What follows belongs to an exercise in optimizing a design on an open flow for small area and a short achievable clock period; a production flow would make more cautious choices.
In this exercise RTL edits were held to simulation tests only and were not proved equivalent to the original.
In every run shown here, the design's own scripts or RTL, not TritonCTS, make the clock network.
The clock port is modelled as an ideal driver, which makes a skipped or thinned clock tree look cheaper than it is; a real chip needs a root buffer or a tree.
Power figures rest on the tool's default switching activity, not on a simulated workload.

--- design/flow/flow/run.sh ---
#!/bin/bash
# The standard layout, with the clock tree built by flow/clock_tree.tcl (a
# tree with up to FLOW_CTS_LEAF registers per leaf buffer) in
# place of TritonCTS's.
set -euo pipefail
here=$(pwd)
export FLOW_CTS_LEAF=${FLOW_CTS_LEAF:-38}
export FLOW_CLOCK_PORT=clk
bash standard.sh "PRE_CTS_TCL=$here/flow/clock_tree.tcl" "BUFFER_PORTS_ARGS=-buffer_cell sky130_fd_sc_hd__buf_2" finish > "$here/make_finish.log" 2>&1
test -f out/final.def
--- design/flow/flow/clock_tree.tcl ---
set ::ct_leaf [expr {[info exists ::env(FLOW_CTS_LEAF)] ? $::env(FLOW_CTS_LEAF) : 32}]
set ::ct_cell sky130_fd_sc_hd__clkbuf_16
set ::ct_port_max 4
set ::ct_block [ord::get_db_block]
set ::ct_master [[ord::get_db] findMaster $::ct_cell]

proc ct_center {iterms} {
  set sx 0.0; set sy 0.0
  foreach it $iterms {
    set b [[$it getInst] getBBox]
    set sx [expr {$sx + ([$b xMin] + [$b xMax]) / 2.0}]
    set sy [expr {$sy + ([$b yMin] + [$b yMax]) / 2.0}]
  }
  set n [llength $iterms]
  return [list [expr {$sx / $n}] [expr {$sy / $n}]]
}

proc ct_split {iterms k} {
  if {$k <= 1} { return [list $iterms] }
  set pts {}
  set xs {}; set ys {}
  foreach it $iterms {
    set b [[$it getInst] getBBox]
    set x [expr {([$b xMin] + [$b xMax]) / 2}]
    set y [expr {([$b yMin] + [$b yMax]) / 2}]
    lappend pts [list $it $x $y]
    lappend xs $x; lappend ys $y
  }
  set xs [lsort -integer $xs]; set ys [lsort -integer $ys]
  set axis [expr {([lindex $xs end] - [lindex $xs 0]) >= ([lindex $ys end] - [lindex $ys 0]) ? 1 : 2}]
  set pts [lsort -integer -index $axis $pts]
  set k1 [expr {$k / 2}]
  set h [expr {([llength $pts] * $k1 + $k / 2) / $k}]
  set a {}; set b {}
  foreach p [lrange $pts 0 [expr {$h - 1}]] { lappend a [lindex $p 0] }
  foreach p [lrange $pts $h end] { lappend b [lindex $p 0] }
  return [concat [ct_split $a $k1] [ct_split $b [expr {$k - $k1}]]]
}

proc ct_buffer {name x y in_net out_net} {
  set ct_block $::ct_block; set ct_master $::ct_master
  set inst [odb::dbInst_create $ct_block $ct_master $name]
  $inst setLocation [expr {int($x)}] [expr {int($y)}]
  $inst setPlacementStatus PLACED
  [$inst findITerm A] connect $in_net
  [$inst findITerm X] connect $out_net
  return $inst
}

proc ct_build {} {
  set port [$::ct_block findBTerm $::env(FLOW_CLOCK_PORT)]
  set clk [$port getNet]
  set sinks [$clk getITerms]
  set k [expr {([llength $sinks] + $::ct_leaf - 1) / $::ct_leaf}]
  set groups [ct_split $sinks $k]
  # the clock port drives the leaf buffers itself when there are at most
  # ct_port_max of them, else through one root buffer
  if {$k <= $::ct_port_max} {
    set feed $clk
  } else {
    set feed [odb::dbNet_create $::ct_block clknet_root]
    $feed setSigType CLOCK
  }
  puts "clock_tree: [llength $sinks] sinks in $k groups, root buffer: [expr {$k > $::ct_port_max}]"
  set i 0
  set leaves {}
  foreach g $groups {
    set net [odb::dbNet_create $::ct_block clknet_leaf_$i]
    $net setSigType CLOCK
    foreach it $g {
      $it disconnect
      $it connect $net
    }
    lassign [ct_center $g] x y
    set inst [ct_buffer clkbuf_leaf_$i $x $y $feed $net]
    lappend leaves [$inst findITerm A]
    incr i
  }
  if {$k > $::ct_port_max} {
    lassign [ct_center $leaves] x y
    ct_buffer clkbuf_root $x $y $clk $feed
  }
  $clk setSigType CLOCK
}
ct_build

set_propagated_clock [all_clocks]
proc clock_tree_synthesis {args} {
  puts "clock_tree: TritonCTS skipped, the tree is built"
}
--- design/flow/standard.sh ---
#!/bin/bash
# synth_recipe.tcl (not shown) runs the flow's synth.tcl, then flattens the netlist and writes it again
# the make line also repeats each setting of config.mk as NAME=value (left out here)
make -C /OpenROAD-flow-scripts/flow DESIGN_CONFIG=/design/flow/config.mk WORK_HOME=/design/flow/orfs CLKGATE_MAP_FILE= SYNTH_SCRIPT=/design/flow/synth_recipe.tcl "${@:-finish}"
--- design/flow/config.mk ---
export PLATFORM = sky130hd
export DESIGN_NAME = Benes_8p
export DESIGN_NICKNAME = Benes_8p
export VERILOG_FILES = /design/flow/design.v
export SDC_FILE = /design/flow/constraint.sdc
export NUM_CORES = 4
export LEC_CHECK = 0
export ABC_AREA = 1
export CAP_MARGIN = 20
export CORE_MARGIN = 2
export CORE_UTILIZATION = 70
export SETUP_SLACK_MARGIN = 1.3
export SLEW_MARGIN = 20
--- design/flow/constraint.sdc ---
create_clock -name core_clock -period 2.5 [get_ports {clk}]
set_input_delay 0.5000 -clock core_clock [delete_from_list [all_inputs] [get_ports {clk}]]
set_output_delay 0.5000 -clock core_clock [all_outputs]
set_load 0.01 [all_outputs]
--- design/flow/design.v ---
module Col0_Links (
    input  [23:0] p,
    output [10:0] l     
);
    wire [1:0] d [0:7];
    genvar k;
    generate for (k = 0; k < 8; k = k + 1) begin : g_d
        assign d[k] = p[3*k+1 +: 2];
    end endgenerate
    assign l[0]  = (d[0] == d[2]) | (d[1] == d[3]);
    assign l[1]  = (d[0] == d[5]) | (d[1] == d[4]);
    assign l[2]  = (d[0] == d[4]) | (d[1] == d[5]);
    assign l[3]  = (d[0] == d[7]) | (d[1] == d[6]);
    assign l[4]  = (d[0] == d[6]) | (d[1] == d[7]);
    assign l[5]  = (d[2] == d[5]) | (d[3] == d[4]);
    assign l[6]  = (d[2] == d[4]) | (d[3] == d[5]);
    assign l[7]  = (d[2] == d[7]) | (d[3] == d[6]);
    assign l[8]  = (d[2] == d[6]) | (d[3] == d[7]);
    assign l[9]  = (d[4] == d[7]) | (d[5] == d[6]);
    assign l[10] = (d[4] == d[6]) | (d[5] == d[7]);
endmodule
module Col0_Settings (
    input  [10:0] l,
    output [2:0]  s0       
);
    wire bd01 = l[0], bs02 = l[1], bd02 = l[2], bs03 = l[3], bd03 = l[4];
    wire bs12 = l[5], bd12 = l[6], bs13 = l[7], bd13 = l[8];
    wire bs23 = l[9], bd23 = l[10];
    wire n13 = ~(bs13 | bd13), n23 = ~(bs23 | bd23);
    wire s1 = ~(bd01 | (bs02 & bd12) | (bd02 & bs12) | (bs03 & bd13) | (bd03 & bs13));
    wire y1 = bs12 | (~bd12 & ~bd02);
    wire y0 = bd12 | (~bs12 & ~bd02);
    wire x1 = bs13 | (n13 & ((bs23 & y1) | (bd23 & ~y1) | (n23 & ~bd03)));
    wire x0 = bd13 | (n13 & ((bs23 & y0) | (bd23 & ~y0) | (n23 & ~bd03)));
    assign s0 = {s1 ? x1 : x0, s1 ? y1 : y0, s1};
endmodule
module Sub_Route (
    input [1:0] g0,
    input       g1h,
    input [1:0] g2,
    input       g3l,
    output [4:0] s     
);
    wire c11 = g2[1] ^ g0[1];
    wire a   = ~g0[0];
    wire b   = c11 ? ~g2[0] : ~g3l;
    assign s[0] = c11;
    assign s[1] = ~g0[1];
    assign s[2] = ~g1h;
    assign s[3] = g0[1] ? b : a;
    assign s[4] = g0[1] ? a : b;
endmodule
module Rest_Route (
    input  [23:0] p,
    input  [2:0]  s,
    input  [2:0]  sn,
    output [16:0] q     
);
    wire [3:0] sx  = {s, 1'b1};
    wire [3:0] sxn = {sn, 1'b0};
    wire [7:0] su;      
    wire [3:0] lu;      
    wire [5:0] sl;      
    genvar r;
    generate for (r = 0; r < 4; r = r + 1) begin : g_u
        assign su[2*r +: 2] = ({2{sx[r]}} & p[6*r+1 +: 2]) | ({2{sxn[r]}} & p[6*r+4 +: 2]);
        assign lu[r]        = (sx[r] & p[6*r])             | (sxn[r] & p[6*r+3]);
    end endgenerate
    assign sl[1:0] = p[5:4];                                           
    assign sl[2]   = (sx[1] & p[11])            | (sxn[1] & p[8]);           
    assign sl[4:3] = ({2{sx[2]}} & p[17:16])    | ({2{sxn[2]}} & p[14:13]);  
    assign sl[5]   = (sx[3] & p[22])            | (sxn[3] & p[19]);          
    wire [3:0] t;
    genvar j;
    generate for (j = 0; j < 4; j = j + 1) begin : g_t
        assign t[j] = (su[1:0] == j & ~lu[0]) | (su[3:2] == j & ~lu[1]) |
                      (su[5:4] == j & ~lu[2]) | (su[7:6] == j & ~lu[3]);
    end endgenerate
    wire [4:0] bu, bl;
    Sub_Route u(.g0(su[1:0]), .g1h(su[3]), .g2(su[5:4]), .g3l(su[6]), .s(bu));
    Sub_Route l(.g0(sl[1:0]), .g1h(sl[2]), .g2(sl[4:3]), .g3l(sl[5]), .s(bl));
    assign q = {t, s, bl, bu};
endmodule
module Benes_8p (input wire [2:0] mp0, mp1, mp2, mp3, mp4, mp5, mp6, mp7,
    input clk,
    output wire [19:0] state
);
    wire [23:0] p0 = {mp7, mp6, mp5, mp4, mp3, mp2, mp1, mp0};
    wire [10:0] l_w;
    Col0_Links c0l(.p(p0), .l(l_w));
    reg [23:0] p1;
    reg [10:0] l1;
    always @(posedge clk) begin
        p1 <= p0;
        l1 <= l_w;
    end
    wire [2:0] s0_w;
    Col0_Settings c0s(.l(l1), .s0(s0_w));
    reg [23:0] p2;
    reg [2:0]  s0_2, s0n_2;
    always @(posedge clk) begin
        p2     <= p1;
        s0_2   <= s0_w;
        s0n_2  <= ~s0_w;
    end
    wire [16:0] q_w;
    Rest_Route rr(.p(p2), .s(s0_2), .sn(s0n_2), .q(q_w));
    reg [16:0] q3, q4, q5, q6, q7;
    always @(posedge clk) begin
        q3 <= q_w;
        q4 <= q3;
        q5 <= q4;
        q6 <= q5;
        q7 <= q6;
    end
    assign state[0]  = 1'b1;
    assign state[1]  = 1'b1;
    assign state[2]  = q7[1];
    assign state[3]  = q7[3];
    assign state[4]  = q7[13];
    assign state[5]  = q7[10];
    assign state[6]  = q7[0];
    assign state[7]  = q7[2];
    assign state[8]  = q7[4];
    assign state[9]  = q7[14];
    assign state[10] = q7[11];
    assign state[11] = 1'b1;
    assign state[12] = q7[6];
    assign state[13] = q7[8];
    assign state[14] = q7[15];
    assign state[15] = q7[12];
    assign state[16] = q7[5];
    assign state[17] = q7[7];
    assign state[18] = q7[9];
    assign state[19] = q7[16];
endmodule
==> impl_metrics.env, run 1 <==
export IMPL_timing_hold_violations_final=0
export IMPL_route_antenna_remaining_nets=0
export IMPL_antenna_found_initial=0
export IMPL_average_wire_length_per_cell_after_detail_routing_um=12.9
export IMPL_port_buffers=40
export IMPL_drcViolationCount=0
export IMPL_wl_um=5890
export IMPL_layout_core_utilization_pct=79.4
export IMPL_gp_congestion=0.882
export IMPL_syn_avg_cell_area_um2=11.5
export IMPL_period_share_pct=45.0
export IMPL_grt_util_all_layers_pct=18.2
export IMPL_net_switching_power_mw=1.04
export IMPL_worstPathMaxFanout=1
export IMPL_fin_tns_setup_ps=0
export IMPL_critPathCaptureType="output port"
export IMPL_crit_chain="buf_2"
export IMPL_fp_row_count=27
export IMPL_min_path_type="register to register"
export IMPL_synthDominantCellAreaShare_pct=72.0
export IMPL_finalSetupViolCount=0
export IMPL_cp_required_ps=2000
export IMPL_vdd_ir_drop_worst_uv=749
export IMPL_maximum_single_stage_delay_on_the_critical_path_ps=330
export IMPL_final_min_clock_period_ps=1130
export IMPL_firstDrtPassIters=4
export IMPL_yosys_warnings=2
export IMPL_syn_area_um2=4110
export IMPL_overall_overflow_remaining_after_global_route=0
export IMPL_worstSetupStartpointType="register"
export IMPL_dpl_hpwl_um=3990
export IMPL_core_um2=5570
export IMPL_cellLeakagePower_nw=2.06
export IMPL_insertedDiodeCount=0
export IMPL_worstSkewPairLatency_ps=180
export IMPL_cp_arrival_ps=630
export IMPL_max_cap_violations=0
export IMPL_cp_top_family="flip-flops"
export IMPL_via_count_of_the_first_global_routing_pass=1999
export IMPL_synth_area_leader_cell="dfxtp_1"
export IMPL_place_worst_setup_slack_ps=1360
export IMPL_start_util_pct=73.8
export IMPL_crit_type="register to output port"
export IMPL_synthToLayoutAreaGrowth_pct=7.58
export IMPL_power_combinational_fraction_pct=13.1
export IMPL_flops_latches_synth=148
export IMPL_post_synth_inst_count=357
export IMPL_cp_num_buf_inv=1
export IMPL_rsz_0062_raised_after_global_routing="no"
export IMPL_final_setup_skew_ps=6.91
export IMPL_postLayoutSetupSlackWorst_ps=1370
export IMPL_fmax_ghz=0.888
export IMPL_status="finished clean"
export IMPL_die_height_um=80.7
export IMPL_maximum_number_of_pins_on_one_net_before_global_route_repair=38
export IMPL_layout_nets=411
export IMPL_number_of_top_level_design_ports=45
export IMPL_vias_per_std_cell=4.85
export IMPL_cell_internal_pwr_mw=3.37
export IMPL_drt_first_iter_violations=85
export IMPL_report_final_slew_viol_count=0
export IMPL_grt_first_pass_wirelength_um=9210
export IMPL_switching_share_pct=23.6
export IMPL_dr_total_vias=2210
export IMPL_die_width_um=80.7
export IMPL_design_die_area_um2=6500
export IMPL_crit_path_top_delay_cell="dfxtp_1"
export IMPL_path_clk_slew_ps=120
export IMPL_synth_cell_type_count=20
export IMPL_netlist_top_cells_area="dfxtp_1, xor2_1, nand2_1"
export IMPL_power_sequential_fraction_pct=68.0
export IMPL_post_cts_setup_buffer_count=0
export IMPL_cellPowerDensity_nw_per_um2=995
export IMPL_yosysSeqAreaShare_pct=72.0
export IMPL_clock_power_share_pct=18.9
export IMPL_drive_above_1_share_pct=16.9
-- cell families (layout without fill, tap and decap cells) --
kind of cell / Yosys count / count (layout) / share of synthesized area [%]
and+or+nand+nor: 84 / 84 / 9.01
buffers and inverters: 53 / 78 / 5.60
AOI/OAI and AO/OA: 27 / 27 / 3.89
xor gates and xnor gates: 44 / 44 / 9.37
other: 1 / 3 / 0.0912
DFF: 148 / 148 / 72.0
-- power groups by stage --
stage | registers, mW | clock network, mW | logic [mW]
final | 2.99 | 0.834 | 0.576
after global routing | 3.04 | 0.915 | 0.644
after CTS | 3.00 | 0.839 | 0.567
after detailed placement | 3.05 | 0 | 0.554
after global placement | 3.02 | 0 | 0.529
after floorplan | 3.05 | 0 | 0.353
-- placed cells by master (no fill, tap or decap) --
master / synthesis / layout
clkbuf_16: 0 / 4
nand4_1: 2 / 2
nand2_2: 6 / 6
o22ai_1: 11 / 11
o21ai_0: 2 / 2
nand2_1: 45 / 45
nor2_2: 1 / 1
conb_1: 1 / 3
inv_2: 8 / 8
o21ai_4: 0 / 1
buf_2: 16 / 40
a21oi_1: 2 / 2
nand3b_1: 1 / 1
xor2_1: 44 / 44
nor2_1: 6 / 6
dfxtp_1: 148 / 147
o21ai_1: 9 / 7
nor3_1: 2 / 2
o21ai_2: 3 / 4
inv_1: 26 / 26
dfxtp_2: 0 / 1
nand3_1: 21 / 21
-- synthesized netlist by cell type --
cell,n
a21oi_1,2
buf_2,16
buf_4,3
conb_1,1
dfxtp_1,148
inv_1,26
inv_2,8
nand2_1,45
nand2_2,6
nand3_1,21
nand3b_1,1
nand4_1,2
nor2_1,6
nor2_2,1
nor3_1,2
o21ai_0,2
o21ai_1,9
o21ai_2,3
o22ai_1,11
xor2_1,44
-- what timing repair did --
item	in CTS	in global routing
hold buffers	0	0
hold endpoints to repair	0	0
resized for setup	0	4
endpoints found under the setup margin	0	6
-- registers in the layout (all words and copies together), names as in the netlist --
name / flops
p1: 23
q3: 17
q4: 17
s0n_2: 3
p2: 23
l1: 11
q6: 17
q7: 17
q5: 17
s0_2: 3
-- final timing paths --
path                 start         to  slack, ps  cells past startpoint
setup / recovery    q7[12]  state[15]       1370                      1
hold / removal      q4[10]     q5[10]        340                      0
setup reg to reg  s0n_2[0]     q3[13]       1370                      5
hold reg to reg     q4[10]     q5[10]        340                      0
-- per-stage QoR --
stage / cell area, um2 / hold slack (ps) / total power [mW] / instances
floorplan: 4120 / 310 / 3.40 / 359
global placement: 4310 / 310 / 3.55 / 452
detailed placement: 4310 / 312 / 3.60 / 452
CTS: 4410 / 340 / 4.41 / 456
global route: 4420 / 344 / 4.60 / 456
finish: 4420 / 339 / 4.40 / 456
-- routing by layer --
layer / share of wire [%] / wire (um) / track usage [%]
met5: 0 / 0 / 0
met4: 0.98 / 58 / 3.22
met3: 4.3 / 253 / 1.57
met2: 50 / 2920 / 34.6
met1: 45 / 2660 / 22.6
-- cell type report --
class                           instances  area [um2]
Sequential cell                       148        2960
Timing Repair Buffer                   40         200
Tap cell                               72        90.1
Buffer                                  4         100
Multi-Input combinational cell        158         942
Fill cell                             324        1150
Inverter                               34         128
==> run 2, diff against run 1 <==
--- a/design/flow/config.mk
+++ b/design/flow/config.mk
@@ -9,5 +9,5 @@
 export CAP_MARGIN = 20
 export CORE_MARGIN = 2
-export CORE_UTILIZATION = 70
+export CORE_UTILIZATION = 65
 export SETUP_SLACK_MARGIN = 1.3
 export SLEW_MARGIN = 20
==> run 2 against run 1 <==
  * Fmax up 0.28%
  * Clock power down 0.8%
  * Sequential share of layout area shrank 0.057 points
  * Clock skew up 3.5 ps
  * First-iteration DRC count is 16% lower
  * Cell area barely moved
  * Wire length shrank 13%
  * Combinational power fell by 5.0%
  * Highest routed layer unchanged
==> impl_metrics.env, run 2 <==
export IMPL_via_count_of_the_first_global_routing_pass=1920
export IMPL_overall_overflow_remaining_after_global_route=0
export IMPL_start_util_pct=68.3
export IMPL_vias_per_std_cell=4.70
export IMPL_average_wire_length_per_cell_after_detail_routing_um=11.2
export IMPL_yosys_warnings=2
export IMPL_post_synth_inst_count=357
export IMPL_place_worst_setup_slack_ps=1380
export IMPL_antenna_found_initial=0
export IMPL_fp_row_count=28
export IMPL_syn_avg_cell_area_um2=11.5
export IMPL_cellLeakagePower_nw=2.06
export IMPL_maximum_single_stage_delay_on_the_critical_path_ps=330
export IMPL_port_buffers=40
export IMPL_synthDominantCellAreaShare_pct=72.0
export IMPL_post_synth_most_frequent_cells="dfxtp_1, nand2_1, xor2_1, inv_1, nand3_1"
export IMPL_final_min_clock_period_ps=1120
export IMPL_max_cap_violations=0
export IMPL_total_power_mw=4.36
export IMPL_hold_path_end="q7[16]"
export IMPL_worstHoldPathCells=0
export IMPL_final_setup_skew_ps=10.4
export IMPL_number_of_top_level_design_ports=45
export IMPL_cp_required_ps=2000
export IMPL_wl_um=5130
export IMPL_cell_with_the_most_instances_after_synthesis="dfxtp_1"
export IMPL_grt_util_all_layers_pct=14.3
export IMPL_drive_above_1_share_pct=16.9
export IMPL_flops_latches_synth=148
export IMPL_dr_total_vias=2156
export IMPL_cts_hold_fix_buffers=0
export IMPL_status="finished clean"
export IMPL_synthArstFlopShare_pct=0
export IMPL_die_width_um=83.5
export IMPL_most_common_layout_cells="dfxtp_1, nand2_1, xor2_1, buf_2, inv_1"
export IMPL_fmax_ghz=0.891
export IMPL_core_um2=6030
export IMPL_worst_r2r_cell_count=5
export IMPL_min_path_type="register to register"
export IMPL_period_share_pct=44.9
export IMPL_synthFlopType="dfxtp_1"
export IMPL_gp_congestion=0.818
export IMPL_layout_core_utilization_pct=73.5
export IMPL_path_clk_slew_ps=120
export IMPL_regToRegStartpoint="s0n_2[0]"
export IMPL_rsz_0062_raised_after_global_routing="yes"
export IMPL_crit_path_top_delay_cell="dfxtp_1"
export IMPL_syn_area_um2=4110
export IMPL_grt_first_pass_wirelength_um=8470
export IMPL_firstDrtPassIters=4
export IMPL_hold_ws_ps=338
export IMPL_drcViolationCount=0
export IMPL_dpl_hpwl_um=3750
export IMPL_netlist_top_cells_area="dfxtp_1, xor2_1, nand2_1"
export IMPL_critPathCaptureType="output port"
export IMPL_hold_path_startpoint="q6[16]"
export IMPL_cp_top_family="flip-flops"
export IMPL_vdd_ir_drop_worst_uv=1000
export IMPL_largestRegisters="p1 x23, p2 x23"
export IMPL_insertedDiodeCount=0
export IMPL_cellPowerDensity_nw_per_um2=984
export IMPL_crit_type="register to output port"
export IMPL_worst_r2r_setup_slack_ps=1380
export IMPL_synth_cell_type_count=20
export IMPL_yosysSeqAreaShare_pct=72.0
export IMPL_timing_hold_violations_final=0
export IMPL_post_cts_setup_buffer_count=0
export IMPL_design_die_area_um2=6980
export IMPL_num_fill_cells=437
export IMPL_cp_num_buf_inv=1
export IMPL_synth_edff_count=0
export IMPL_fin_tns_setup_ps=0
export IMPL_layout_nets=411
export IMPL_worstPathMaxFanout=1
export IMPL_finalSetupViolCount=0
export IMPL_report_final_slew_viol_count=0
export IMPL_synth_area_leader_cell="dfxtp_1"
export IMPL_worstSkewPairLatency_ps=180
export IMPL_synthToLayoutAreaGrowth_pct=7.67
export IMPL_crit_chain="buf_2"
export IMPL_route_antenna_remaining_nets=0
export IMPL_most_common_cell_after_layout_fill_and_taps_aside="dfxtp_1"
export IMPL_postLayoutSetupSlackWorst_ps=1380
export IMPL_die_height_um=83.5
export IMPL_drt_first_iter_violations=71
export IMPL_cp_arrival_ps=620
export IMPL_critical_path_reg2reg_endpoint="q3[14]"
export IMPL_maximum_number_of_pins_on_one_net_before_global_route_repair=38
export IMPL_worstSetupStartpointType="register"
## run 2: per-stage QoR
step	cells	instance area (um2)
final	459	4430
after global routing	459	4430
after CTS	459	4410
after detailed placement	455	4310
after global placement	455	4310
after floorplan	359	4120
## run 2: cells by family (layout without fill, tap and decap cells)
group                     count (synthesis)  in the layout  synth area share, %
and+or+nand+nor                          84             84                 9.01
AOI/OAI and AO/OA                        27             27                 3.89
buffers and inverters                    53             78                 5.60
DFF                                     148            148                 72.0
other                                     1              3               0.0912
xor gates and xnor gates                 44             44                 9.37
## run 2: how the worst max path moves through the flow
| stage | slack (ps) | endpoint | start | cells after the start |
|---|---|---|---|---|
| final | 1380 | state[10] | q7[11] | 1 |
| after global routing | 1290 | q3[13] | s0n_2[0] | 5 |
| after CTS | 1360 | q3[13] | s0_2[0] | 5 |
| after detailed placement | 1380 | l1[10] | mp6[2] | 3 |
| after global placement | 1390 | q3[13] | s0_2[0] | 5 |
| after floorplan | 1480 | l1[10] | mp4[2] | 3 |
## run 2: cell type report
cell class | instances | area, um2 | share of cell area, %
tap | 75 | 93.8 | 2.12
inverter | 34 | 128 | 2.88
sequential | 148 | 2960 | 66.9
timing repair buffer | 40 | 200 | 4.52
buffer | 4 | 100 | 2.26
multi-input combinational | 158 | 942 | 21.3
## run 2: layer usage
metal / wire (um) / GRT usage (%) / part of all wire (%) / vias to the layer above
li1: - / - / - / 1143
met1: 2360 / 18.8 / 46 / 963
met2: 2500 / 26.8 / 49 / 45
met3: 213 / 0.989 / 4.2 / 5
met4: 58 / 1.91 / 1.1 / 0
met5: 0 / 0 / 0 / -
## run 2: timing repair
| item | CTS | global route |
|---|---|---|
| setup endpoints to repair | 0 | 5 |
| endpoints found under the hold margin | 0 | 0 |
| gates resized for setup | 0 | 4 |
## run 2: where the power goes
part / internal [mW] / switching [mW] / total (mW)
Combinational: 0.218 / 0.329 / 0.547
Clock: 0.300 / 0.527 / 0.827
Sequential: 2.85 / 0.137 / 2.98
## run 2: worst reg2reg max path: cells and delay by family, from the launching register on
kind | cells | cell delay, ps
compound gates | 2 | 380
buf+inv | 1 | 70
flops | 1 | 390
simple gates | 2 | 180
==> run 3, diff against run 2 <==
--- a/design/flow/flow/clock_tree.tcl
+++ b/design/flow/flow/clock_tree.tcl
@@ -16,4 +16,27 @@
 }
 
+# Estimated load (fF) of a leaf net over points {x y} in database units:
+# the pins plus a Steiner length guess for their bounding box.
+proc ct_load {pts} {
+  set n [llength $pts]
+  if {$n == 0} { return 0.0 }
+  set x0 1e12; set y0 1e12; set x1 -1e12; set y1 -1e12
+  foreach p $pts {
+    lassign $p it x y
+    if {$x < $x0} { set x0 $x }
+    if {$x > $x1} { set x1 $x }
+    if {$y < $y0} { set y0 $y }
+    if {$y > $y1} { set y1 $y }
+  }
+  set dbu [[$::ct_block getTech] getDbUnitsPerMicron]
+  set w [expr {($x1 - $x0) / double($dbu)}]
+  set h [expr {($y1 - $y0) / double($dbu)}]
+  set len [expr {0.8 * sqrt($n * $w * $h) + ($w + $h) / 2.0}]
+  return [expr {$n * 1.8 + $len * 0.17}]
+}
+
+# Split the registers into k groups: cut along the longer spread, near the
+# point that gives each side registers in proportion to its groups, where
+# the larger estimated load per group is smallest.
 proc ct_split {iterms k} {
   if {$k <= 1} { return [list $iterms] }
@@ -30,10 +53,22 @@
   set axis [expr {([lindex $xs end] - [lindex $xs 0]) >= ([lindex $ys end] - [lindex $ys 0]) ? 1 : 2}]
   set pts [lsort -integer -index $axis $pts]
+  set n [llength $pts]
   set k1 [expr {$k / 2}]
-  set h [expr {([llength $pts] * $k1 + $k / 2) / $k}]
+  set k2 [expr {$k - $k1}]
+  set h0 [expr {($n * $k1 + $k / 2) / $k}]
+  set d [expr {$n / 10}]
+  set best_h $h0
+  set best 1e12
+  for {set h [expr {$h0 - $d}]} {$h <= $h0 + $d} {incr h} {
+    if {$h < 1 || $h > $n - 1} { continue }
+    set ca [expr {[ct_load [lrange $pts 0 [expr {$h - 1}]]] / $k1}]
+    set cb [expr {[ct_load [lrange $pts $h end]] / $k2}]
+    set c [expr {max($ca, $cb)}]
+    if {$c < $best} { set best $c; set best_h $h }
+  }
   set a {}; set b {}
-  foreach p [lrange $pts 0 [expr {$h - 1}]] { lappend a [lindex $p 0] }
-  foreach p [lrange $pts $h end] { lappend b [lindex $p 0] }
-  return [concat [ct_split $a $k1] [ct_split $b [expr {$k - $k1}]]]
+  foreach p [lrange $pts 0 [expr {$best_h - 1}]] { lappend a [lindex $p 0] }
+  foreach p [lrange $pts $best_h end] { lappend b [lindex $p 0] }
+  return [concat [ct_split $a $k1] [ct_split $b $k2]]
 }
 
==> run 3 against run 2 <==
  * Setup slack got worse by 5.9 ps
  * Register-to-register slack gained 20 ps
  * Hold slack got worse by 2.6 ps
  * Critical path type unchanged
  * Largest power group unchanged
==> impl_metrics.env, run 3 <==
export IMPL_grt_first_pass_wirelength_um=8500
export IMPL_synth_simple_gate_area_share_pct=9.01
export IMPL_num_fill_cells=436
export IMPL_critical_path_reg2reg_endpoint="q3[13]"
export IMPL_status="finished clean"
export IMPL_worstPathMaxFanout=1
export IMPL_crit_type="register to output port"
export IMPL_design_die_area_um2=6980
export IMPL_synth_mux_area_share_pct=0
export IMPL_regToRegStartpoint="s0n_2[0]"
export IMPL_final_min_clock_period_ps=1130
export IMPL_rsz_0062_raised_after_global_routing="yes"
export IMPL_synthXorXnorAreaFrac_pct=9.37
export IMPL_antenna_found_initial=0
export IMPL_cp_num_buf_inv=1
export IMPL_die_height_um=83.5
export IMPL_layout_nets=411
export IMPL_cp_arrival_ps=630
export IMPL_yosys_warnings=2
export IMPL_maximum_number_of_pins_on_one_net_before_global_route_repair=40
export IMPL_worstSetupStartpointType="register"
export IMPL_dr_total_vias=2154
export IMPL_report_final_slew_viol_count=0
export IMPL_worst_r2r_setup_slack_ps=1400
export IMPL_place_worst_setup_slack_ps=1380
export IMPL_wl_um=5140
export IMPL_via_count_of_the_first_global_routing_pass=1912
export IMPL_switching_share_pct=22.8
export IMPL_power_sequential_fraction_pct=68.4
export IMPL_dominant_combinational_cell_family_by_area_after_synthesis="XOR/XNOR gates"
export IMPL_finalSetupViolCount=0
export IMPL_syn_area_um2=4110
export IMPL_crit_path_top_delay_cell="dfxtp_1"
export IMPL_most_common_cell_after_layout_fill_and_taps_aside="dfxtp_1"
export IMPL_cell_internal_pwr_mw=3.36
export IMPL_clock_power_share_pct=19.0
export IMPL_worstSkewPairLatency_ps=180
export IMPL_cp_required_ps=2000
export IMPL_net_switching_power_mw=0.995
export IMPL_setup_worst_path_start="q7[2]"
export IMPL_vias_per_std_cell=4.69
export IMPL_synth_compound_area_share_pct=3.89
export IMPL_core_um2=6030
export IMPL_insertedDiodeCount=0
export IMPL_fin_tns_setup_ps=0
export IMPL_maximum_single_stage_delay_on_the_critical_path_ps=330
export IMPL_cellPowerDensity_nw_per_um2=984
export IMPL_synth_edff_count=0
export IMPL_crit_chain="buf_2"
export IMPL_drive_above_1_share_pct=16.7
export IMPL_power_combinational_fraction_pct=12.6
export IMPL_cellLeakagePower_nw=2.06
export IMPL_number_of_top_level_design_ports=45
export IMPL_syn_avg_cell_area_um2=11.5
export IMPL_start_util_pct=68.3
export IMPL_drcViolationCount=0
export IMPL_post_synth_inst_count=357
export IMPL_period_share_pct=45.2
export IMPL_most_common_layout_cells="dfxtp_1, nand2_1, xor2_1, buf_2, inv_1"
export IMPL_route_antenna_remaining_nets=0
export IMPL_vdd_ir_drop_worst_uv=1030
export IMPL_timing_hold_violations_final=0
export IMPL_synth_area_leader_cell="dfxtp_1"
export IMPL_port_buffers=40
export IMPL_cts_hold_fix_buffers=0
export IMPL_synth_cell_type_count=20
export IMPL_die_width_um=83.5
export IMPL_netlist_top_cells_area="dfxtp_1, xor2_1, nand2_1"
export IMPL_yosysSeqAreaShare_pct=72.0
export IMPL_gp_congestion=0.818
export IMPL_critPathCaptureType="output port"
export IMPL_dpl_hpwl_um=3750
export IMPL_average_wire_length_per_cell_after_detail_routing_um=11.2
export IMPL_fp_row_count=28
export IMPL_multiInputGateArea_um2=942
export IMPL_synthFlopType="dfxtp_1"
export IMPL_synthDominantCellAreaShare_pct=72.0
export IMPL_firstDrtPassIters=4
export IMPL_yosys_area_share_adder_pct=0
export IMPL_synthToLayoutAreaGrowth_pct=7.64
export IMPL_fmax_ghz=0.886
export IMPL_post_synth_most_frequent_cells="dfxtp_1, nand2_1, xor2_1, inv_1, nand3_1"
export IMPL_area_sequential_um2=2960
export IMPL_path_clk_slew_ps=120
export IMPL_cp_top_family="flip-flops"
export IMPL_critical_path_destination="state[7]"
export IMPL_max_cap_violations=0
export IMPL_worstHoldPathCells=0
export IMPL_timing_critical_path_depth=1
export IMPL_synthArstFlopShare_pct=0
export IMPL_final_setup_skew_ps=8.47
export IMPL_grt_util_all_layers_pct=14.4
export IMPL_min_path_type="register to register"
export IMPL_flops_latches_synth=148
export IMPL_postLayoutSetupSlackWorst_ps=1370
export IMPL_largestRegisters="p1 x23, p2 x23"
export IMPL_worst_r2r_cell_count=5
export IMPL_drt_first_iter_violations=69
export IMPL_overall_overflow_remaining_after_global_route=0
export IMPL_cell_with_the_most_instances_after_synthesis="dfxtp_1"
## run 3: changes by cell type in the layout (fill, tap and decap cells not counted)
cell / delta
dfxtp_2: -1
dfxtp_1: +1
## run 3: metrics by stage
| stage | total power [mW] | instances | cell area (um2) | hold slack [ps] | utilization [%] |
|---|---|---|---|---|---|
| 4_1_cts | 4.37 | 459 | 4410 | 337 | 73.2 |
| 6_report | 4.36 | 459 | 4430 | 336 | 73.5 |
| 3_5_place_dp | 3.59 | 455 | 4310 | 312 | 71.6 |
| 5_1_grt | 4.57 | 459 | 4430 | 340 | 73.5 |
| 2_1_floorplan | 3.40 | 359 | 4120 | 310 | - |
| 3_3_place_gp | 3.55 | 455 | 4310 | 310 | 71.6 |
## run 3: power by group through the flow
stage	sequential, mW	combinational [mW]	clock [mW]
after floorplan	3.05	0.353	0
after global placement	3.02	0.531	0
after detailed placement	3.05	0.544	0
after CTS	2.99	0.544	0.840
after global routing	3.04	0.614	0.922
final	2.98	0.547	0.829
## run 3: worst min-delay path by stage
stage | startpoint | endpoint | slack [ps]
2_1_floorplan | p1[0] | p2[0] | 310
3_3_place_gp | q6[1] | q7[1] | 310
3_5_place_dp | q4[14] | q5[14] | 310
4_1_cts | q3[8] | q4[8] | 340
5_1_grt | q3[8] | q4[8] | 340
6_report | q5[10] | q6[10] | 340
## run 3: cell type report
type | instances | share of cell area (%)
sequential | 148 | 66.9
timing repair buffer | 40 | 4.52
buffer | 4 | 2.26
inverter | 34 | 2.88
multi-input combinational | 158 | 21.3
tap | 75 | 2.12
## run 3: logic make-up after synthesis
logic type      count (synthesis)
xor+xnor                       44
simple gates                   84
compound gates                 27
other cells                     1
flops                         148
buf+inv                        53
## run 3: timing repair
| action | CTS | global route |
|---|---|---|
| setup buffers | 0 | 0 |
| resized for setup | 0 | 3 |
| setup endpoints to repair | 0 | 5 |
## run 3: layer usage
metal	global-route usage (%)	wire, um	vias to the layer above
met3	0.989	196	5
met1	19.3	2410	963
met4	1.91	58	0
met2	26.5	2480	43
met5	0	0	-
li1	-	-	1143
==> run 4, diff against run 3 <==
--- a/design/flow/config.mk
+++ b/design/flow/config.mk
@@ -9,5 +9,5 @@
 export CAP_MARGIN = 20
 export CORE_MARGIN = 2
-export CORE_UTILIZATION = 65
+export CORE_UTILIZATION = 70
 export SETUP_SLACK_MARGIN = 1.3
 export SLEW_MARGIN = 20
==> run 4 against run 3 <==
  * Still clean
  * Area after synthesis stayed put
  * First-iteration DRC count is 7.2% higher
  * Sequential share of layout area is 0.066 points higher
  * Clock power hardly changed
  * Via count is 2.1% higher
  * Clock skew is 3.2 ps higher
  * Combinational power is 5.1% higher
  * Sequential cell count stayed put
  * Register-to-register slack worse by 20 ps
  * Hold slack worse by 2.1 ps
  * Fmax hardly changed
  * Critical path type unchanged
  * Largest power group unchanged
==> impl_metrics.env, run 4 <==
export IMPL_dpl_hpwl_um=3990
export IMPL_firstDrtPassIters=4
export IMPL_cp_top_family="flip-flops"
export IMPL_rsz_0062_raised_after_global_routing="no"
export IMPL_worstPathMaxFanout=1
export IMPL_synthFlopType="dfxtp_1"
export IMPL_cellLeakagePower_nw=2.06
export IMPL_report_final_slew_viol_count=0
export IMPL_most_common_layout_cells="dfxtp_1, nand2_1, xor2_1, buf_2, inv_1"
export IMPL_overall_overflow_remaining_after_global_route=0
export IMPL_core_um2=5570
export IMPL_cp_arrival_ps=630
export IMPL_flops_latches_synth=148
export IMPL_min_path_type="register to register"
export IMPL_design_die_area_um2=6500
export IMPL_netlist_top_cells_area="dfxtp_1, xor2_1, nand2_1"
export IMPL_grtUsageMet2_pct=34.4
export IMPL_cellPowerDensity_nw_per_um2=995
export IMPL_dr_total_vias=2199
export IMPL_fp_row_count=27
export IMPL_die_width_um=80.7
export IMPL_max_cap_violations=0
export IMPL_yosysSeqAreaShare_pct=72.0
export IMPL_yosys_warnings=2
export IMPL_route_antenna_remaining_nets=0
export IMPL_post_cts_setup_buffer_count=0
export IMPL_cell_internal_pwr_mw=3.37
export IMPL_area_sequential_um2=2960
export IMPL_maximum_single_stage_delay_on_the_critical_path_ps=330
export IMPL_most_common_cell_after_layout_fill_and_taps_aside="dfxtp_1"
export IMPL_drcViolationCount=0
export IMPL_post_synth_most_frequent_cells="dfxtp_1, nand2_1, xor2_1, inv_1, nand3_1"
export IMPL_num_fill_cells=326
export IMPL_crit_type="register to output port"
export IMPL_multiInputGateArea_um2=942
export IMPL_via_count_of_the_first_global_routing_pass=2015
export IMPL_port_buffers=40
export IMPL_total_power_mw=4.40
export IMPL_synth_area_leader_cell="dfxtp_1"
export IMPL_insertedDiodeCount=0
export IMPL_largestRegisters="p1 x23, p2 x23"
export IMPL_drt_first_iter_violations=74
export IMPL_maximum_number_of_pins_on_one_net_before_global_route_repair=39
export IMPL_post_synth_inst_count=357
export IMPL_switching_share_pct=23.5
export IMPL_die_height_um=80.7
export IMPL_critPathCaptureType="output port"
export IMPL_power_combinational_fraction_pct=13.1
export IMPL_final_min_clock_period_ps=1130
export IMPL_worstSetupStartpointType="register"
export IMPL_synth_edff_count=0
export IMPL_cp_required_ps=2000
export IMPL_average_wire_length_per_cell_after_detail_routing_um=12.9
export IMPL_number_of_top_level_design_ports=45
export IMPL_clock_power_share_pct=18.9
export IMPL_cp_num_buf_inv=1
export IMPL_synthArstFlopShare_pct=0
export IMPL_final_setup_skew_ps=11.6
export IMPL_start_util_pct=73.8
export IMPL_path_clk_slew_ps=120
export IMPL_syn_area_um2=4110
export IMPL_gp_congestion=0.882
export IMPL_crit_path_top_delay_cell="dfxtp_1"
export IMPL_period_share_pct=45.1
export IMPL_grt_use_met1_pct=22.2
export IMPL_synth_cell_type_count=20
export IMPL_layout_nets=411
export IMPL_finalSetupViolCount=0
export IMPL_grt_util_all_layers_pct=18.1
export IMPL_met3_usage_pct=1.46
export IMPL_grt_first_pass_wirelength_um=9160
export IMPL_fmax_ghz=0.887
export IMPL_fin_tns_setup_ps=0
export IMPL_timing_hold_violations_final=0
export IMPL_wl_um=5890
export IMPL_synthDominantCellAreaShare_pct=72.0
export IMPL_worstSkewPairLatency_ps=180
export IMPL_power_sequential_fraction_pct=68.0
export IMPL_hold_path_startpoint="q6[7]"
export IMPL_status="finished clean"
export IMPL_antenna_found_initial=0
export IMPL_grt_busiest_layer="met2"
export IMPL_setup_worst_path_start="q7[16]"
export IMPL_crit_chain="buf_2"
export IMPL_net_switching_power_mw=1.04
export IMPL_cell_with_the_most_instances_after_synthesis="dfxtp_1"
export IMPL_drive_above_1_share_pct=16.9
export IMPL_synthToLayoutAreaGrowth_pct=7.58
export IMPL_vias_per_std_cell=4.82
export IMPL_syn_avg_cell_area_um2=11.5
export IMPL_vdd_ir_drop_worst_uv=738
export IMPL_regToRegStartpoint="s0n_2[1]"
==> run 4: what timing repair did <==
item                                    4_1_cts  5_1_grt
hold buffers                                  0        0
resized for setup                             0        4
endpoints found under the setup margin        0        5
==> run 4: routing by layer <==
layer	part of all wire [%]	vias to the layer above	wire length [um]
met5	0	-	0
met3	4.2	8	249
met4	1.2	0	69
met1	45	992	2640
met2	50	54	2930
li1	-	1145	-
==> run 4: final timing paths <==
| path | end | cells after the start | slack [ps] |
|---|---|---|---|
| hold reg to reg | q7[7] | 0 | 330 |
| setup reg to reg | q3[9] | 7 | 1380 |
| setup / recovery | state[19] | 1 | 1370 |
| hold / removal | q7[7] | 0 | 330 |
==> run 4: logic make-up (layout without fill, tap and decap cells) <==
| kind of cell | count (synthesis) | count (layout) | share of synthesized area (%) |
|---|---|---|---|
| flip-flops | 148 | 148 | 72.0 |
| AND/OR/NAND/NOR | 84 | 84 | 9.01 |
| buffers and inverters | 53 | 78 | 5.60 |
| XOR/XNOR | 44 | 44 | 9.37 |
| AO/OA/AOI/OAI | 27 | 27 | 3.89 |
| other | 1 | 3 | 0.0912 |
==> run 4: final cells by class <==
type                    count  area share (%)
inverters                  34            2.88
flip-flops and latches    148            67.0
plain buffers               4            2.26
repair buffers             40            4.52
multi-input cells         158            21.3
well taps                  72            2.04
==> run 4: power groups by stage <==
| stage | clock [mW] | sequential [mW] | combinational (mW) |
|---|---|---|---|
| after detailed placement | 0 | 3.05 | 0.554 |
| after floorplan | 0 | 3.05 | 0.353 |
| after CTS | 0.837 | 3.00 | 0.567 |
| after global placement | 0 | 3.02 | 0.529 |
| after global routing | 0.913 | 3.04 | 0.644 |
| final | 0.831 | 2.99 | 0.575 |
==> run 4: worst reg2reg max path: stages (launching register included) <==
cell     delay, ps
dfxtp_1        420
nand2_1         90
nand2_1         70
nand2_1         80
nand2_1        100
nand2_1         80
nand3_1         90
o21ai_1         90
==> run 4: stage by stage <==
| stage | area, um2 | utilization (%) | hold WS [ps] | cells | worst slack, ps |
|---|---|---|---|---|---|
| after floorplan | 4120 | - | 310 | 359 | 1480 |
| after global placement | 4310 | 77.3 | 310 | 452 | 1390 |
| after detailed placement | 4310 | 77.3 | 312 | 452 | 1360 |
| after CTS | 4410 | 79.1 | 338 | 456 | 1320 |
| after global routing | 4420 | 79.4 | 335 | 456 | 1300 |
| final | 4420 | 79.4 | 333 | 456 | 1370 |
==> run 5, diff against run 4 <==
--- a/design/flow/design.v
+++ b/design/flow/design.v
@@ -52,33 +52,26 @@
 endmodule
 module Rest_Route (
-    input  [23:0] p,
-    input  [2:0]  s,
-    input  [2:0]  sn,
-    output [16:0] q     
+    input  [2:0]  m0,
+    input  [2:1]  m1,
+    input  [2:0]  u1,
+    input         l1h,
+    input  [5:0]  m45,     
+    input  [5:0]  m67,     
+    input  [1:0]  s,       
+    input  [1:0]  sn,
+    output [3:0]  t,
+    output [4:0]  bu,
+    output [4:0]  bl
 );
-    wire [3:0] sx  = {s, 1'b1};
-    wire [3:0] sxn = {sn, 1'b0};
-    wire [7:0] su;      
-    wire [3:0] lu;      
-    wire [5:0] sl;      
-    genvar r;
-    generate for (r = 0; r < 4; r = r + 1) begin : g_u
-        assign su[2*r +: 2] = ({2{sx[r]}} & p[6*r+1 +: 2]) | ({2{sxn[r]}} & p[6*r+4 +: 2]);
-        assign lu[r]        = (sx[r] & p[6*r])             | (sxn[r] & p[6*r+3]);
-    end endgenerate
-    assign sl[1:0] = p[5:4];                                           
-    assign sl[2]   = (sx[1] & p[11])            | (sxn[1] & p[8]);           
-    assign sl[4:3] = ({2{sx[2]}} & p[17:16])    | ({2{sxn[2]}} & p[14:13]);  
-    assign sl[5]   = (sx[3] & p[22])            | (sxn[3] & p[19]);          
-    wire [3:0] t;
+    wire [2:0] u2 = ({3{s[0]}} & m45[2:0]) | ({3{sn[0]}} & m45[5:3]);
+    wire [2:0] u3 = ({3{s[1]}} & m67[2:0]) | ({3{sn[1]}} & m67[5:3]);
+    wire [1:0] l2 = ({2{s[0]}} & m45[5:4]) | ({2{sn[0]}} & m45[2:1]);
+    wire       l3 = (s[1] & m67[4])        | (sn[1] & m67[1]);
     genvar j;
     generate for (j = 0; j < 4; j = j + 1) begin : g_t
-        assign t[j] = (su[1:0] == j & ~lu[0]) | (su[3:2] == j & ~lu[1]) |
-                      (su[5:4] == j & ~lu[2]) | (su[7:6] == j & ~lu[3]);
+        assign t[j] = (m0 == 2*j) | (u1 == 2*j) | (u2 == 2*j) | (u3 == 2*j);
     end endgenerate
-    wire [4:0] bu, bl;
-    Sub_Route u(.g0(su[1:0]), .g1h(su[3]), .g2(su[5:4]), .g3l(su[6]), .s(bu));
-    Sub_Route l(.g0(sl[1:0]), .g1h(sl[2]), .g2(sl[4:3]), .g3l(sl[5]), .s(bl));
-    assign q = {t, s, bl, bu};
+    Sub_Route u(.g0(m0[2:1]), .g1h(u1[2]), .g2(u2[2:1]), .g3l(u3[1]), .s(bu));
+    Sub_Route l(.g0(m1[2:1]), .g1h(l1h),   .g2(l2),      .g3l(l3),    .s(bl));
 endmodule
 module Benes_8p (input wire [2:0] mp0, mp1, mp2, mp3, mp4, mp5, mp6, mp7,
@@ -97,13 +90,26 @@
     wire [2:0] s0_w;
     Col0_Settings c0s(.l(l1), .s0(s0_w));
-    reg [23:0] p2;
-    reg [2:0]  s0_2, s0n_2;
+    reg [2:0]  s0_2;
+    reg [1:0]  s0n_2;
+    reg [2:0]  m0_2;
+    reg [2:1]  m1_2;
+    reg [2:0]  u1_2;
+    reg        l1h_2;
+    reg [11:0] m47_2;
     always @(posedge clk) begin
-        p2     <= p1;
-        s0_2   <= s0_w;
-        s0n_2  <= ~s0_w;
+        s0_2  <= s0_w;
+        s0n_2 <= ~s0_w[2:1];
+        m0_2  <= p1[2:0];
+        m1_2  <= p1[5:4];
+        u1_2  <= s0_w[0] ? p1[8:6] : p1[11:9];
+        l1h_2 <= s0_w[0] ? p1[11]  : p1[8];
+        m47_2 <= p1[23:12];
     end
-    wire [16:0] q_w;
-    Rest_Route rr(.p(p2), .s(s0_2), .sn(s0n_2), .q(q_w));
+    wire [3:0] t_w;
+    wire [4:0] bu_w, bl_w;
+    Rest_Route rr(.m0(m0_2), .m1(m1_2), .u1(u1_2), .l1h(l1h_2),
+                  .m45(m47_2[5:0]), .m67(m47_2[11:6]),
+                  .s(s0_2[2:1]), .sn(s0n_2), .t(t_w), .bu(bu_w), .bl(bl_w));
+    wire [16:0] q_w = {t_w, s0_2, bl_w, bu_w};
     reg [16:0] q3, q4, q5, q6, q7;
     always @(posedge clk) begin
--- a/design/flow/config.mk
+++ b/design/flow/config.mk
@@ -9,5 +9,5 @@
 export CAP_MARGIN = 20
 export CORE_MARGIN = 2
-export CORE_UTILIZATION = 70
+export CORE_UTILIZATION = 65
 export SETUP_SLACK_MARGIN = 1.3
 export SLEW_MARGIN = 20
==> run 5 against run 4 <==
  * Largest power group unchanged
  * Setup slack got worse by 1.9 ps
  * Sequential share of layout area fell by 0.69 points
  * Combinational power fell by 2%
  * Critical endpoint is now state[15]
  * Utilization fell by 6.2 points
  * Highest routed layer unchanged
==> impl_metrics.env, run 5 <==
export IMPL_port_buffers=40
export IMPL_synthArstFlopShare_pct=0
export IMPL_vias_per_std_cell=4.69
export IMPL_synth_edff_count=0
export IMPL_worstSetupStartpointType="register"
export IMPL_synth_compound_area_share_pct=4.54
export IMPL_finish_cell_count_without_fillers=453
export IMPL_power_combinational_fraction_pct=13.0
export IMPL_firstDrtPassIters=5
export IMPL_post_cts_setup_buffer_count=0
export IMPL_yosysSeqAreaShare_pct=71.2
export IMPL_period_share_pct=45.2
export IMPL_most_common_cell_after_layout_fill_and_taps_aside="dfxtp_1"
export IMPL_start_util_pct=68.0
export IMPL_cell_internal_pwr_mw=3.33
export IMPL_crit_chain="buf_2"
export IMPL_average_wire_length_per_cell_after_detail_routing_um=11.6
export IMPL_gp_congestion=0.773
export IMPL_synthToLayoutAreaGrowth_pct=7.49
export IMPL_synth_cell_type_count=21
export IMPL_drive_above_1_share_pct=16.9
export IMPL_fp_row_count=28
export IMPL_max_cap_violations=0
export IMPL_post_synth_inst_count=351
export IMPL_cellLeakagePower_nw=2.04
export IMPL_final_min_clock_period_ps=1130
export IMPL_crit_type="register to output port"
export IMPL_power_sequential_fraction_pct=68.1
export IMPL_overall_overflow_remaining_after_global_route=0
export IMPL_place_worst_setup_slack_ps=1360
export IMPL_report_final_slew_viol_count=0
export IMPL_rsz_0062_raised_after_global_routing="no"
export IMPL_grt_first_pass_wirelength_um=8690
export IMPL_min_path_type="register to register"
export IMPL_net_switching_power_mw=1.00
export IMPL_synthDominantCellAreaShare_pct=71.2
export IMPL_most_common_layout_cells="dfxtp_1, nand2_1, xor2_1, buf_2, inv_1"
export IMPL_syn_area_um2=4080
export IMPL_dr_total_vias=2124
export IMPL_synthXorXnorAreaFrac_pct=9.45
export IMPL_drcViolationCount=0
export IMPL_cp_arrival_ps=630
export IMPL_largest_register_ffs=23
export IMPL_maximum_number_of_pins_on_one_net_before_global_route_repair=39
export IMPL_core_um2=5990
export IMPL_post_synth_most_frequent_cells="dfxtp_1, nand2_1, xor2_1, inv_1, nand3_1"
export IMPL_cp_required_ps=2000
export IMPL_fin_tns_setup_ps=0
export IMPL_number_of_top_level_design_ports=45
export IMPL_cp_num_buf_inv=1
export IMPL_worstSkewPairLatency_ps=180
export IMPL_cp_top_family="flip-flops"
export IMPL_yosys_area_share_adder_pct=0
export IMPL_syn_avg_cell_area_um2=11.6
export IMPL_synth_simple_gate_area_share_pct=9.15
export IMPL_yosys_warnings=2
export IMPL_flops_latches_synth=145
export IMPL_antenna_found_initial=0
export IMPL_grt_util_all_layers_pct=14.8
export IMPL_path_clk_slew_ps=120
export IMPL_number_of_placed_cells_counting_well_taps=449
export IMPL_design_die_area_um2=6920
export IMPL_wl_um=5260
export IMPL_timing_hold_violations_final=0
export IMPL_cellPowerDensity_nw_per_um2=989
export IMPL_netlist_top_cells_area="dfxtp_1, xor2_1, nand2_1"
export IMPL_via_count_of_the_first_global_routing_pass=1968
export IMPL_vdd_ir_drop_worst_uv=927
export IMPL_insertedDiodeCount=0
export IMPL_postLayoutSetupSlackWorst_ps=1370
export IMPL_synth_mux_area_share_pct=0
export IMPL_crit_path_top_delay_cell="dfxtp_1"
export IMPL_final_setup_skew_ps=11.0
export IMPL_drt_first_iter_violations=62
export IMPL_die_height_um=83.2
export IMPL_die_width_um=83.2
export IMPL_clock_power_share_pct=18.9
export IMPL_critPathCaptureType="output port"
export IMPL_cell_with_the_most_instances_after_synthesis="dfxtp_1"
export IMPL_maximum_single_stage_delay_on_the_critical_path_ps=330
export IMPL_registers_top_by_ff_count="p1"
export IMPL_layout_nets=405
export IMPL_layout_core_utilization_pct=73.1
export IMPL_hold_ws_ps=336
export IMPL_finalSetupViolCount=0
export IMPL_status="finished clean"
export IMPL_worstPathMaxFanout=1
export IMPL_synth_area_leader_cell="dfxtp_1"
export IMPL_fmax_ghz=0.885
export IMPL_route_antenna_remaining_nets=0
export IMPL_synthFlopType="dfxtp_1"
export IMPL_dominant_combinational_cell_family_by_area_after_synthesis="XOR/XNOR gates"
export IMPL_cts_hold_fix_buffers=0
export IMPL_dpl_hpwl_um=3760
export IMPL_switching_share_pct=23.1
-- run 5: cell count changes in the layout (fill, tap and decap cells not counted), sizes merged --
cell / previous run / this run
o31ai: 0 / 4
dfxtp: 148 / 145
o21ai: 14 / 11
a21oi: 2 / 0
a22o: 0 / 2
nand3: 21 / 19
nand4: 2 / 0
inv: 34 / 33
nand2: 51 / 52
nor3: 2 / 1
o22ai: 11 / 12
-- run 5: power by group through the flow --
stage	sequential [mW]	clock [mW]	combinational, mW
6_report	2.95	0.818	0.565
5_1_grt	3.00	0.912	0.636
4_1_cts	2.96	0.829	0.567
3_5_place_dp	3.01	0	0.565
3_3_place_gp	2.98	0	0.552
2_1_floorplan	3.01	0	0.374
-- run 5: cell type report --
cell class	instances	area, um2
plain buffers	4	100
fillers	428	1610
inverters	33	124
multi-input cells	156	958
flip-flops and latches	145	2910
well taps	75	93.8
repair buffers	40	200
-- run 5: through the flow --
stage / cell area, um2 / power, mW
after global placement: 4280 / 3.53
after CTS: 4380 / 4.35
after detailed placement: 4280 / 3.57
after global routing: 4380 / 4.55
final: 4380 / 4.34
after floorplan: 4080 / 3.38
-- run 5: path summary, 6_finish.rpt --
path	cells after the start	start	to	slack (ps)
min reg2reg	0	q4[2]	q5[2]	340
max	1	q7[12]	state[15]	1370
max reg2reg	5	s0_2[2]	q3[9]	1420
min	0	q4[2]	q5[2]	340
-- run 5: worst register-to-register path: stages (launching register included) --
cell and delay [ps]:
dfxtp_1 390, inv_1 70, o21ai_0 230, nand3_1 130
nand3_1 100, o21ai_0 70
-- run 5: timing repair --
action | 4_1_cts | 5_1_grt
hold endpoints to repair | 0 | 0
gates resized for setup | 0 | 3
setup endpoints to repair | 0 | 3
-- run 5: logic make-up (layout without fill, tap and decap cells) --
| kind of cell | count (synthesis) | count (layout) |
|---|---|---|
| flops | 145 | 145 |
| simple gates | 80 | 80 |
| buf+inv | 52 | 77 |
| xor+xnor | 44 | 44 |
| compound gates | 29 | 29 |
| other cells | 1 | 3 |
-- run 5: routing by layer --
layer / GRT usage [%] / vias up / part of all wire, %
met5: 0 / - / 0
met1: 19.4 / 952 / 47
li1: - / 1128 / -
met4: 2.09 / 0 / 1.1
met2: 27.3 / 36 / 49
met3: 1.09 / 8 / 3.3
==> run 6, diff against run 5 <==
==> design/flow/flow/run.sh (replaced) <==
#!/bin/bash
# The standard layout, with the clock tree built by flow/clock_tree.tcl (a
# tree with up to FLOW_CTS_LEAF registers per leaf buffer) in
# place of TritonCTS's.
set -euo pipefail
here=$(pwd)
export FLOW_CTS_LEAF=${FLOW_CTS_LEAF:-38}
export FLOW_CLOCK_PORT=clk
bash standard.sh "PRE_CTS_TCL=$here/flow/clock_tree.tcl" "POST_CTS_TCL=$here/flow/input_buffers.tcl" "BUFFER_PORTS_ARGS=-buffer_cell sky130_fd_sc_hd__buf_2" finish > "$here/make_finish.log" 2>&1
test -f out/final.def
==> design/flow/flow/input_buffers.tcl (new file) <==
# Run as ORFS's POST_CTS_TCL hook: the buffers on the permutation inputs
# drive paths with time to spare, so they are made the smallest buffer; timing
# repair after global routing may size them up again.
foreach bterm [[ord::get_db_block] getBTerms] {
  if {![string match "mp*" [$bterm getName]] || [$bterm getNet] == "NULL"} { continue }
  foreach it [[$bterm getNet] getITerms] {
    if {![$it isInputSignal]} { continue }
    set inst [$it getInst]
    if {[string match "sky130_fd_sc_hd__buf_*" [[$inst getMaster] getName]]} {
      replace_cell [$inst getName] sky130_fd_sc_hd__buf_1
    }
  }
}
detailed_placement
--- a/design/flow/config.mk
+++ b/design/flow/config.mk
@@ -9,5 +9,5 @@
 export CAP_MARGIN = 20
 export CORE_MARGIN = 2
-export CORE_UTILIZATION = 65
+export CORE_UTILIZATION = 58
 export SETUP_SLACK_MARGIN = 1.3
 export SLEW_MARGIN = 20
==> run 6 against run 5 <==
  * Sequential power about the same
  * Register-to-register slack about the same
  * Sequential share of layout area down 0.057 points
  * First-iteration DRC count shrank 8.1%
  * Cell count up 4.6%
  * Still clean on timing, DRC and antenna
  * Hold slack worse by 0.72 ps
  * Sequential cell count is the same
  * Power down 0.41%
  * Fmax fell by 0.66%
==> impl_metrics.env, run 6 <==
export IMPL_yosys_area_share_adder_pct=0
export IMPL_hold_path_startpoint="q3[11]"
export IMPL_flops_latches_synth=145
export IMPL_cp_top_family="buffers and inverters"
export IMPL_max_slew_worst_pin_slew_ps=511
export IMPL_regToRegStartpoint="l1[8]"
export IMPL_path_clk_slew_ps=120
export IMPL_final_setup_skew_ps=7.52
export IMPL_drive_above_1_share_pct=11.1
export IMPL_finalSetupViolCount=0
export IMPL_most_common_cell_after_layout_fill_and_taps_aside="dfxtp_1"
export IMPL_synth_compound_area_share_pct=4.54
export IMPL_fmax_ghz=0.879
export IMPL_hold_path_end="q4[11]"
export IMPL_number_of_top_level_design_ports=45
export IMPL_worstHoldPathCells=0
export IMPL_report_final_slew_viol_count=0
export IMPL_dr_total_vias=2077
export IMPL_post_synth_inst_count=351
export IMPL_grt_util_all_layers_pct=13.8
export IMPL_period_share_pct=45.5
export IMPL_crit_type="primary input to register"
export IMPL_layout_nets=405
export IMPL_drt_first_iter_violations=57
export IMPL_fin_tns_setup_ps=0
export IMPL_die_height_um=87.8
export IMPL_syn_area_um2=4080
export IMPL_synthToLayoutAreaGrowth_pct=7.58
export IMPL_critical_path_reg2reg_endpoint="s0n_2[0]"
export IMPL_cp_arrival_ps=1210
export IMPL_cellLeakagePower_nw=1.98
export IMPL_synth_simple_gate_area_share_pct=9.15
export IMPL_via_count_of_the_first_global_routing_pass=1829
export IMPL_vdd_ir_drop_worst_uv=435
export IMPL_synth_cell_type_count=21
export IMPL_cp_required_ps=2570
export IMPL_design_die_area_um2=7710
export IMPL_drcViolationCount=0
export IMPL_antenna_found_initial=0
export IMPL_dpl_hpwl_um=3780
export IMPL_synthArstFlopShare_pct=0
export IMPL_synthDominantCellAreaShare_pct=71.2
export IMPL_synth_area_leader_cell="dfxtp_1"
export IMPL_min_path_type="register to register"
export IMPL_worstSkewPairLatency_ps=180
export IMPL_core_um2=6790
export IMPL_worstSetupStartpointType="primary input"
export IMPL_status="finished clean"
export IMPL_port_buffers=40
export IMPL_maximum_number_of_pins_on_one_net_before_global_route_repair=39
export IMPL_insertedDiodeCount=0
export IMPL_yosys_warnings=2
export IMPL_cell_with_the_most_instances_after_synthesis="dfxtp_1"
export IMPL_largest_register_ffs=23
export IMPL_rsz_0062_raised_after_global_routing="no"
export IMPL_cellPowerDensity_nw_per_um2=985
export IMPL_crit_path_top_delay_cell="buf_1"
export IMPL_place_worst_setup_slack_ps=1360
export IMPL_synthXorXnorAreaFrac_pct=9.45
export IMPL_start_util_pct=60.0
export IMPL_firstDrtPassIters=4
export IMPL_die_width_um=87.8
export IMPL_crit_chain="buf_1 > xor2_1 > o22ai_1"
export IMPL_postLayoutSetupSlackWorst_ps=1360
export IMPL_max_cap_violations=0
export IMPL_worst_r2r_setup_slack_ps=1430
export IMPL_post_synth_most_frequent_cells="dfxtp_1, nand2_1, xor2_1, inv_1, nand3_1"
export IMPL_syn_avg_cell_area_um2=11.6
export IMPL_grt_first_pass_wirelength_um=8650
export IMPL_registers_top_by_ff_count="p1"
export IMPL_final_min_clock_period_ps=1140
export IMPL_timing_hold_violations_final=0
export IMPL_fp_row_count=30
export IMPL_overall_overflow_remaining_after_global_route=0
export IMPL_synthFlopType="dfxtp_1"
export IMPL_worst_r2r_cell_count=6
export IMPL_hold_ws_ps=335
export IMPL_synth_mux_area_share_pct=0
export IMPL_timing_max_slew_rel_slack_pct=66.0
export IMPL_worstPathMaxFanout=7
export IMPL_route_antenna_remaining_nets=0
export IMPL_synth_edff_count=0
export IMPL_most_common_layout_cells="dfxtp_1, nand2_1, xor2_1, inv_1, buf_1"
export IMPL_yosysSeqAreaShare_pct=71.2
export IMPL_wl_um=5250
export IMPL_critPathCaptureType="register"
export IMPL_cp_num_buf_inv=1
export IMPL_gp_congestion=0.783
export IMPL_netlist_top_cells_area="dfxtp_1, xor2_1, nand2_1"
export IMPL_average_wire_length_per_cell_after_detail_routing_um=11.1
export IMPL_dominant_combinational_cell_family_by_area_after_synthesis="XOR/XNOR gates"
export IMPL_maximum_single_stage_delay_on_the_critical_path_ps=390
export IMPL_vias_per_std_cell=4.38
==> run 6: cell counts after synthesis <==
No cell type changed its count.
==> run 6: cells by family (layout without fill, tap and decap cells) <==
| kind of cell | count (synthesis) | after routing |
|---|---|---|
| buffers and inverters | 52 | 77 |
| xor gates and xnor gates | 44 | 44 |
| and+or+nand+nor | 80 | 80 |
| DFF | 145 | 145 |
| other | 1 | 3 |
| AOI/OAI and AO/OA | 29 | 29 |
==> run 6: per-stage QoR <==
stage / total power [mW] / instance area (um2) / std cells / utilization, %
2_1_floorplan: 3.38 / 4080 / 353 / -
3_3_place_gp: 3.53 / 4300 / 470 / 63.3
3_5_place_dp: 3.56 / 4300 / 470 / 63.3
5_1_grt: 4.56 / 4390 / 474 / 64.5
6_report: 4.32 / 4390 / 474 / 64.5
==> run 6: worst max path at each step <==
stage	slack, ps	start	endpoint	depth (start not counted)
2_1_floorplan	1480	mp4[2]	l1[10]	3
3_3_place_gp	1370	mp6[2]	l1[8]	3
3_5_place_dp	1360	mp6[2]	l1[8]	3
5_1_grt	1320	mp6[2]	l1[8]	3
6_report	1360	mp6[2]	l1[8]	3
==> run 6: metal layers <==
layer | GRT usage [%] | vias up | part of all wire [%]
met3 | 1.32 | 5 | 3.5
li1 | - | 1132 | -
met5 | 0 | - | 0
met2 | 26.2 | 32 | 49
met4 | 1.26 | 0 | 1.0
met1 | 17.7 | 908 | 46
==> run 6: area by class of cell <==
class / count / area, um2
inverter: 33 / 124
sequential: 145 / 2910
multi-input combinational: 156 / 962
tap: 96 / 120
timing repair buffer: 40 / 174
buffer: 4 / 100
fill: 557 / 2410
==> run 6: power by group <==
group          switching [mW]  internal [mW]  leakage, nW  total [mW]
registers               0.133           2.80         1.22        2.94
logic                   0.339          0.224        0.708       0.563
clock network           0.519          0.300       0.0493       0.818

## what the ideal ports hide
No port has a modelled driver above. Below, the same layouts with a new extraction and two added sets of constraints.
Step 1, drivers: a clkbuf_16 drives clk and a buf_2 each remaining input, both assumed.
Step 2 also shifts input and output timing later by t, the mid clock arrival at the registers, as if the neighbouring blocks saw the same clock.
Slacks: ideal / step 1 / step 2; pairs: ideal / step 1.
run	t (ns)	slack for setup (ns)	hold slack, ns	worst setup path at the end	worst data-port slew with drivers (ns)
run 1	0.246	1.374 / 1.303 / 1.353	0.339 / 0.339 / 0.339	input to register	0.04
run 2	0.247	1.377 / 1.306 / 1.383	0.338 / 0.338 / 0.338	register to register	0.04
run 3	0.246	1.371 / 1.300 / 1.388	0.336 / 0.336 / 0.336	input to register	0.04
run 4	0.247	1.372 / 1.302 / 1.350	0.333 / 0.333 / 0.333	input to register	0.03
run 5	0.242	1.370 / 1.300 / 1.369	0.336 / 0.336 / 0.336	input to register	0.03
run 6	0.247	1.363 / 1.309 / 1.162	0.335 / 0.335 / 0.335	input to register	0.04
After both steps every run listed still meets setup and hold. The setup slack of run 6, which loses most, moves by -0.054 ns with the drivers and by -0.201 ns with both steps.
